This design comes from an exercise in tuning for small area and a short achievable clock period on the open sky130 flow, not from production work. In this exercise RTL edits were held to simulation tests only and were not proved equivalent to the original. Power is estimated from default activity; no workload was simulated.

Design cpu, start of the top module:
module cpu(
    input               clk,
    input               rst,
    input  [31:0]       rom_rdata,
    input  [31:0]       ram_rdata,
    output              ram_we,
    output [31:0]       ram_wdata,
    output [31:0]       rom_addr,
    output [31:0]       ram_addr,
    output [15:0]       led
);
For scale: roughly 1,300 flip-flops, about 180 I/O pins, ~60,000 um2 of cells after synthesis.
export LEC_CHECK = 0
export ABC_AREA = 1
export CAP_MARGIN = 10
export CORE_MARGIN = 2
export CORE_UTILIZATION = 42
export SETUP_SLACK_MARGIN = 2.4
export SLEW_MARGIN = 10
create_clock -name core_clock -period 5.0 [get_ports {clk}]
standard.sh (not shown) runs the stock make flow with config.mk's settings and CLKGATE_MAP_FILE= SYNTH_SCRIPT=/design/flow/synth_recipe.tcl, a recipe that flattens the netlist after the stock synthesis.
==> flow/flow/run.sh <==
#!/bin/bash
# Layout flow: the standard ORFS flow (standard synthesis unchanged), with
# plain buffers on the ports, footprint-free resizing and a leaner clock tree.
set -euo pipefail
bash standard.sh \
  "BUFFER_PORTS_ARGS=-buffer_cell sky130_fd_sc_hd__buf_2" \
  "MATCH_CELL_FOOTPRINT=0" \
  "CTS_ARGS=-sink_clustering_enable -repair_clock_nets -dont_use_dummy_load -sink_clustering_size 24 -sink_clustering_max_diameter 80 -buf_list {sky130_fd_sc_hd__clkbuf_8 sky130_fd_sc_hd__clkbuf_16}" \
  finish > standard.log 2>&1
Then changed:
--- a/flow/config.mk
+++ b/flow/config.mk
@@ -12 +12 @@
-export SETUP_SLACK_MARGIN = 2.4
+export SETUP_SLACK_MARGIN = 2.6
=> Wire length grows by 1.0%. Cell count goes up by 1.4%. Critical path depth is unchanged. Maximum frequency increases by 4.4%. Area after synthesis does not change. Total power rises by 1.3%. Sequential share of layout area fell by 1.5 points. Synthesized cell count is unchanged.


The RTL this note starts from:
==> flow/design.v <==
`timescale 1ns / 1ps
module cpu(
    input               clk,
    input               rst,
    input  [31:0]       rom_rdata,
    input  [31:0]       ram_rdata,
    output              ram_we,
    output [31:0]       ram_wdata,
    output [31:0]       rom_addr,
    output [31:0]       ram_addr,
    output [15:0]       led
);
localparam [6:0] OP_LOAD   = 7'b0000011;
localparam [6:0] OP_MATHI  = 7'b0010011;
localparam [6:0] OP_AUIPC  = 7'b0010111;
localparam [6:0] OP_STORE  = 7'b0100011;
localparam [6:0] OP_MATHR  = 7'b0110011;
localparam [6:0] OP_LUI    = 7'b0110111;
localparam [6:0] OP_BRANCH = 7'b1100011;
localparam [6:0] OP_JALR   = 7'b1100111;
localparam [6:0] OP_JAL    = 7'b1101111;
reg  [31:2] pc;
reg         stall;               
reg         hk0, hk1, hk2;       
reg  [4:0]  jumps;               
reg  [31:0] ex_a, ex_b, ex_d;    
reg         ex_inv;              
reg         ex_s_add, ex_s_slt, ex_s_xor, ex_s_or, ex_s_and, ex_s_sh, ex_s_left;
reg  [4:0]  ex_wr;               
reg         ex_m2r, ex_mw, ex_br;
reg  [31:0] mem_alu, mem_d;
reg  [4:0]  mem_wr;
reg         mem_m2r, mem_mw, mem_br;
reg  [31:0] wb_alu;
reg  [4:0]  wb_wr;
reg  [3:0]  wb_wr_hi;            
reg  [7:0]  wb_wr_lo;            
integer     kw, kr;
reg         wb_m2r, wb_br;
reg  [31:0] regs [1:31];
always @(posedge clk) begin
    if (rst)
        pc <= 30'd0;
    else if (!stall)
        pc <= wb_br ? 30'd0 : pc + 30'd1;
end
assign rom_addr = {pc, 2'b00};
wire [31:0] ins   = rom_rdata;
wire [6:0]  op    = ins[6:0];
wire [4:0]  f_rd  = ins[11:7];
wire [2:0]  f3    = ins[14:12];
wire [4:0]  f_rs1 = ins[19:15];
wire [4:0]  f_rs2 = ins[24:20];
wire is_load   = op == OP_LOAD;
wire is_mathi  = op == OP_MATHI;
wire is_auipc  = op == OP_AUIPC;
wire is_store  = op == OP_STORE;
wire is_mathr  = op == OP_MATHR;
wire is_lui    = op == OP_LUI;
wire is_branch = op == OP_BRANCH;
wire is_jalr   = op == OP_JALR;
wire is_jal    = op == OP_JAL;
wire uses_rs1  = !(is_lui | is_auipc);
wire uses_rs2  = !(is_lui | is_auipc | is_jalr | is_mathi | is_load);
wire writes_rd = is_load | is_mathi | is_auipc | is_mathr | is_lui | is_jalr | is_jal;
wire is_jump   = is_jalr | is_jal | is_branch;
wire [4:0] hz_r1 = uses_rs1 ? f_rs1 : 5'd0;
wire [4:0] hz_r2 = uses_rs2 ? f_rs2 : 5'd0;
wire [4:0] nwregs0 = (!stall && writes_rd) ? f_rd : 5'd0;
wire [4:0] wregs0 = hk0 ? 5'd0 : ex_wr;
wire [4:0] wregs1 = hk1 ? 5'd0 : mem_wr;
wire [4:0] wregs2 = hk2 ? 5'd0 : wb_wr;
function hz_match(input [4:0] w, input [4:0] r1, input [4:0] r2);
    hz_match = (w != 5'd0) && (w == r1 || w == r2);
endfunction
wire next_stall = hz_match(nwregs0, hz_r1, hz_r2) | hz_match(wregs0, hz_r1, hz_r2) |
                  hz_match(wregs1, hz_r1, hz_r2)  | hz_match(wregs2, hz_r1, hz_r2) |
                  (!stall && is_jump) | (|jumps);
always @(posedge clk) begin
    if (rst) begin
        stall  <= 1'b0;
        hk0    <= 1'b0;
        hk1    <= 1'b0;
        hk2    <= 1'b1;
        jumps  <= 5'd0;
    end else begin
        stall  <= next_stall;
        hk0    <= stall;
        hk1    <= hk0;
        hk2    <= hk1;
        jumps  <= {jumps[3:0], !stall && is_jump};
    end
end
wire live = !stall && !rst;
wire a_en = live && uses_rs1 && f_rs1 != 5'd0;
wire d_en = live && uses_rs2 && f_rs2 != 5'd0;
reg [31:0] rd1, rd2;
integer k;
always @(*) begin
    rd1 = 32'd0;
    rd2 = 32'd0;
    for (k = 1; k < 32; k = k + 1) begin
        rd1 = rd1 | ({32{f_rs1 == k}} & regs[k]);
        rd2 = rd2 | ({32{f_rs2 == k}} & regs[k]);
    end
end
wire sel_imm = is_load | is_mathi | is_auipc | is_store | is_lui;
wire m_slt   = is_mathr && f3[2:1] == 2'b01;
wire m_pass  = is_mathr && f3 == 3'b001 && ins[30];
wire m_sll   = is_mathr && f3 == 3'b001 && !ins[30];
wire m_srl   = is_mathr && f3 == 3'b101;
wire m_xor   = is_mathr && f3 == 3'b100;
wire m_or    = is_mathr && f3 == 3'b110;
wire m_and   = is_mathr && f3 == 3'b111;
wire        fmt_u = op[2];
wire        fmt_s = op[5];
wire [31:0] imm = {ins[31],
                   fmt_u ? ins[30:12] : {19{ins[31]}},
                   fmt_u ? 7'd0 : ins[31:25],
                   fmt_u ? 5'd0 : (fmt_s ? ins[11:7] : ins[24:20])};
wire b_imm = live && sel_imm;
wire b_reg = d_en && !sel_imm && !m_pass;
wire b_inv = live && (is_branch || m_slt);
always @(posedge clk) begin
    ex_a      <= a_en  ? rd1 : 32'd0;
    ex_d      <= d_en  ? rd2 : 32'd0;
    ex_b      <= b_imm ? imm : ((b_reg ? rd2 : 32'd0) ^ {32{b_inv}});
    ex_inv    <= b_inv;
    ex_s_slt  <= live && m_slt;
    ex_s_xor  <= live && m_xor;
    ex_s_or   <= live && m_or;
    ex_s_and  <= live && m_and;
    ex_s_sh   <= live && (m_sll || m_srl);
    ex_s_left <= m_sll;
    ex_s_add  <= !(live && (m_slt || m_xor || m_or || m_and || m_sll || m_srl));
    ex_wr     <= (!rst && (stall || writes_rd)) ? f_rd : 5'd0;
    ex_m2r    <= live && is_load;
    ex_mw     <= live && is_store;
    ex_br     <= live && is_branch;
end
wire [31:0] pg_p = ex_a ^ ex_b;
wire [31:0] pg_g = ex_a & ex_b;
wire [31:0] kg [0:5];
wire [31:0] kp [0:5];
assign kg[0] = pg_g;
assign kp[0] = pg_p;
genvar gl, gi;
generate
    for (gl = 0; gl < 5; gl = gl + 1) begin : ks_level
        for (gi = 0; gi < 32; gi = gi + 1) begin : ks_bit
            if (gi >= (1 << gl)) begin : ks_merge
                assign kg[gl+1][gi] = kg[gl][gi] | (kp[gl][gi] & kg[gl][gi - (1 << gl)]);
                assign kp[gl+1][gi] = kp[gl][gi] & kp[gl][gi - (1 << gl)];
            end else begin : ks_pass
                assign kg[gl+1][gi] = kg[gl][gi];
                assign kp[gl+1][gi] = kp[gl][gi];
            end
        end
    end
endgenerate
wire [31:0] carry = kg[5] | (kp[5] & {32{ex_inv}});
wire [31:0] sum_lo = pg_p ^ {carry[30:0], ex_inv};
wire        cout = carry[31];
function [31:0] rev32(input [31:0] x);
    integer i;
    for (i = 0; i < 32; i = i + 1) rev32[i] = x[31-i];
endfunction
wire [31:0] sh_in  = ex_s_left ? rev32(ex_a) : ex_a;
wire [31:0] sh_r   = sh_in >> ex_b[4:0];
wire [31:0] sh_out = (|ex_b[31:5]) ? 32'd0 : (ex_s_left ? rev32(sh_r) : sh_r);
wire g_add = ex_s_add & !rst;
wire g_slt = ex_s_slt & !rst;
wire g_xor = ex_s_xor & !rst;
wire g_or  = ex_s_or  & !rst;
wire g_and = ex_s_and & !rst;
wire g_sh  = ex_s_sh  & !rst;
wire [31:0] result = ({32{g_add}} & sum_lo)
                   | {31'd0, g_slt & !cout}
                   | ({32{g_xor}} & pg_p)
                   | ({32{g_or}}  & (pg_p | pg_g))
                   | ({32{g_and}} & pg_g)
                   | ({32{g_sh}}  & sh_out);
always @(posedge clk) begin
    mem_alu <= result;
    if (rst) begin
        mem_d   <= 32'd0;
        mem_wr  <= 5'd0;
        mem_m2r <= 1'b0;
        mem_mw  <= 1'b0;
        mem_br  <= 1'b0;
    end else begin
        mem_d   <= ex_d;
        mem_wr  <= ex_wr;
        mem_m2r <= ex_m2r;
        mem_mw  <= ex_mw;
        mem_br  <= ex_br;
    end
end
assign ram_addr  = mem_alu;
assign ram_we    = mem_mw;
assign ram_wdata = mem_d;
assign led       = ram_rdata[15:0];
always @(posedge clk) begin
    wb_alu <= mem_alu;
    wb_wr  <= mem_wr;
    for (kw = 0; kw < 4; kw = kw + 1) wb_wr_hi[kw] <= mem_wr[4:3] == kw;
    for (kw = 0; kw < 8; kw = kw + 1) wb_wr_lo[kw] <= mem_wr[2:0] == kw;
    wb_m2r <= mem_m2r;
    wb_br  <= mem_br;
end
wire [31:0] wb_data = wb_m2r ? ram_rdata : wb_alu;
always @(posedge clk) begin
    for (kr = 1; kr < 32; kr = kr + 1)
        if (wb_wr_hi[kr >> 3] && wb_wr_lo[kr & 7])
            regs[kr] <= wb_data;
end
endmodule
Settings: LEC_CHECK=0, ABC_AREA=1, CAP_MARGIN=10, CORE_MARGIN=2, CORE_UTILIZATION=40, SETUP_SLACK_MARGIN=2.75, SLEW_MARGIN=10; clock period 5.0 ns.
Scripts as last shown in full above: flow/flow/run.sh
The baseline produced a layout that fails on capacitance limit, slew limit.
==> next run, changes <==
Settings changed: CORE_UTILIZATION 40 to 42, SETUP_SLACK_MARGIN 2.75 to 2.6.
=>
- With this change the flow finished with timing, DRC and antenna clean
- die area decreases by 4.7%
- count of clock-buffer cells in the layout decreases by 5
- global-route usage increases by 0.88 points
- wire length decreases by 3.7%
- non-clock buffer count decreases by 180
- synthesized area stays the same
- synthesized cell count is unchanged
- total power decreases by 2.6%
- setup slack is about the same
- utilization decreases by 0.27 points
- sequential power barely changes
==> next run, changes <==
Settings changed: CORE_UTILIZATION 42 to 40, SETUP_SLACK_MARGIN 2.6 to 2.5.
=>
- The changed run finished clean
- cell count hardly moves
- core utilization decreases by 3.6 points
- via count hardly moves
- maximum frequency falls by a little under a tenth
- design area went down by a few percent
- wire length came out lower slightly
- worst setup slack gets worse by 0.23 ns
- global-route usage shrinks by 3.0 points
==> next run, changes <==
Settings changed: CORE_UTILIZATION 40 to 45, SETUP_SLACK_MARGIN 2.5 to 2.6.
Clock-buffer cell count falls by 9.
Worst hold slack improved by 0.025 ns.
Non-clock buffer count came out higher by 58.
Total power decreases by 1.2%.
Via count climbs by 1.5%.
Worst setup slack improved by 0.043 ns.
Wire length went down by 0.47%.
Global-route usage is higher by 5.3 points.

[port drivers added, routing unchanged]
In the flow no input, the clock included, has a driving cell. The finished layouts below were timed again as built, in two steps.
Step 1: set_driving_cell puts a clkbuf_16 on clk and a buf_2 on each other input, an assumption about the parent block.
Step 2, shift: input delay + t, output delay - t, t = (earliest + latest rising clock arrival at the registers) / 2. This alone moves slack from input paths to output paths.
Three values: no drivers, after step 1, after step 2; two values: the first two.
| run | t (ns) | slack for setup (ns) | worst setup path at the end | clock arrival spread, ns |
|---|---|---|---|---|
| the first run of note 1 | 0.779 | 2.345 / 2.310 / 1.531 | input to register | 0.086 / 0.087 |
| the second run of note 1 | 0.783 | 2.457 / 2.481 / 1.704 | input to register | 0.111 / 0.112 |
| the first run of note 2 | 0.816 | 2.533 / 2.431 / 1.615 | input to register | 0.135 / 0.134 |
| the second run of note 2 | 0.795 | 2.531 / 2.396 / 1.601 | input to register | 0.113 / 0.113 |
| the third run of note 2 | 0.781 | 2.297 / 2.356 / 1.575 | input to register | 0.118 / 0.118 |
| the fourth run of note 2 | 0.790 | 2.340 / 2.340 / 1.612 | input to register | 0.125 / 0.125 |
The setup slack of the second run of note 2, which loses most, moves by -0.135 ns with the drivers and by -0.930 ns with both steps.
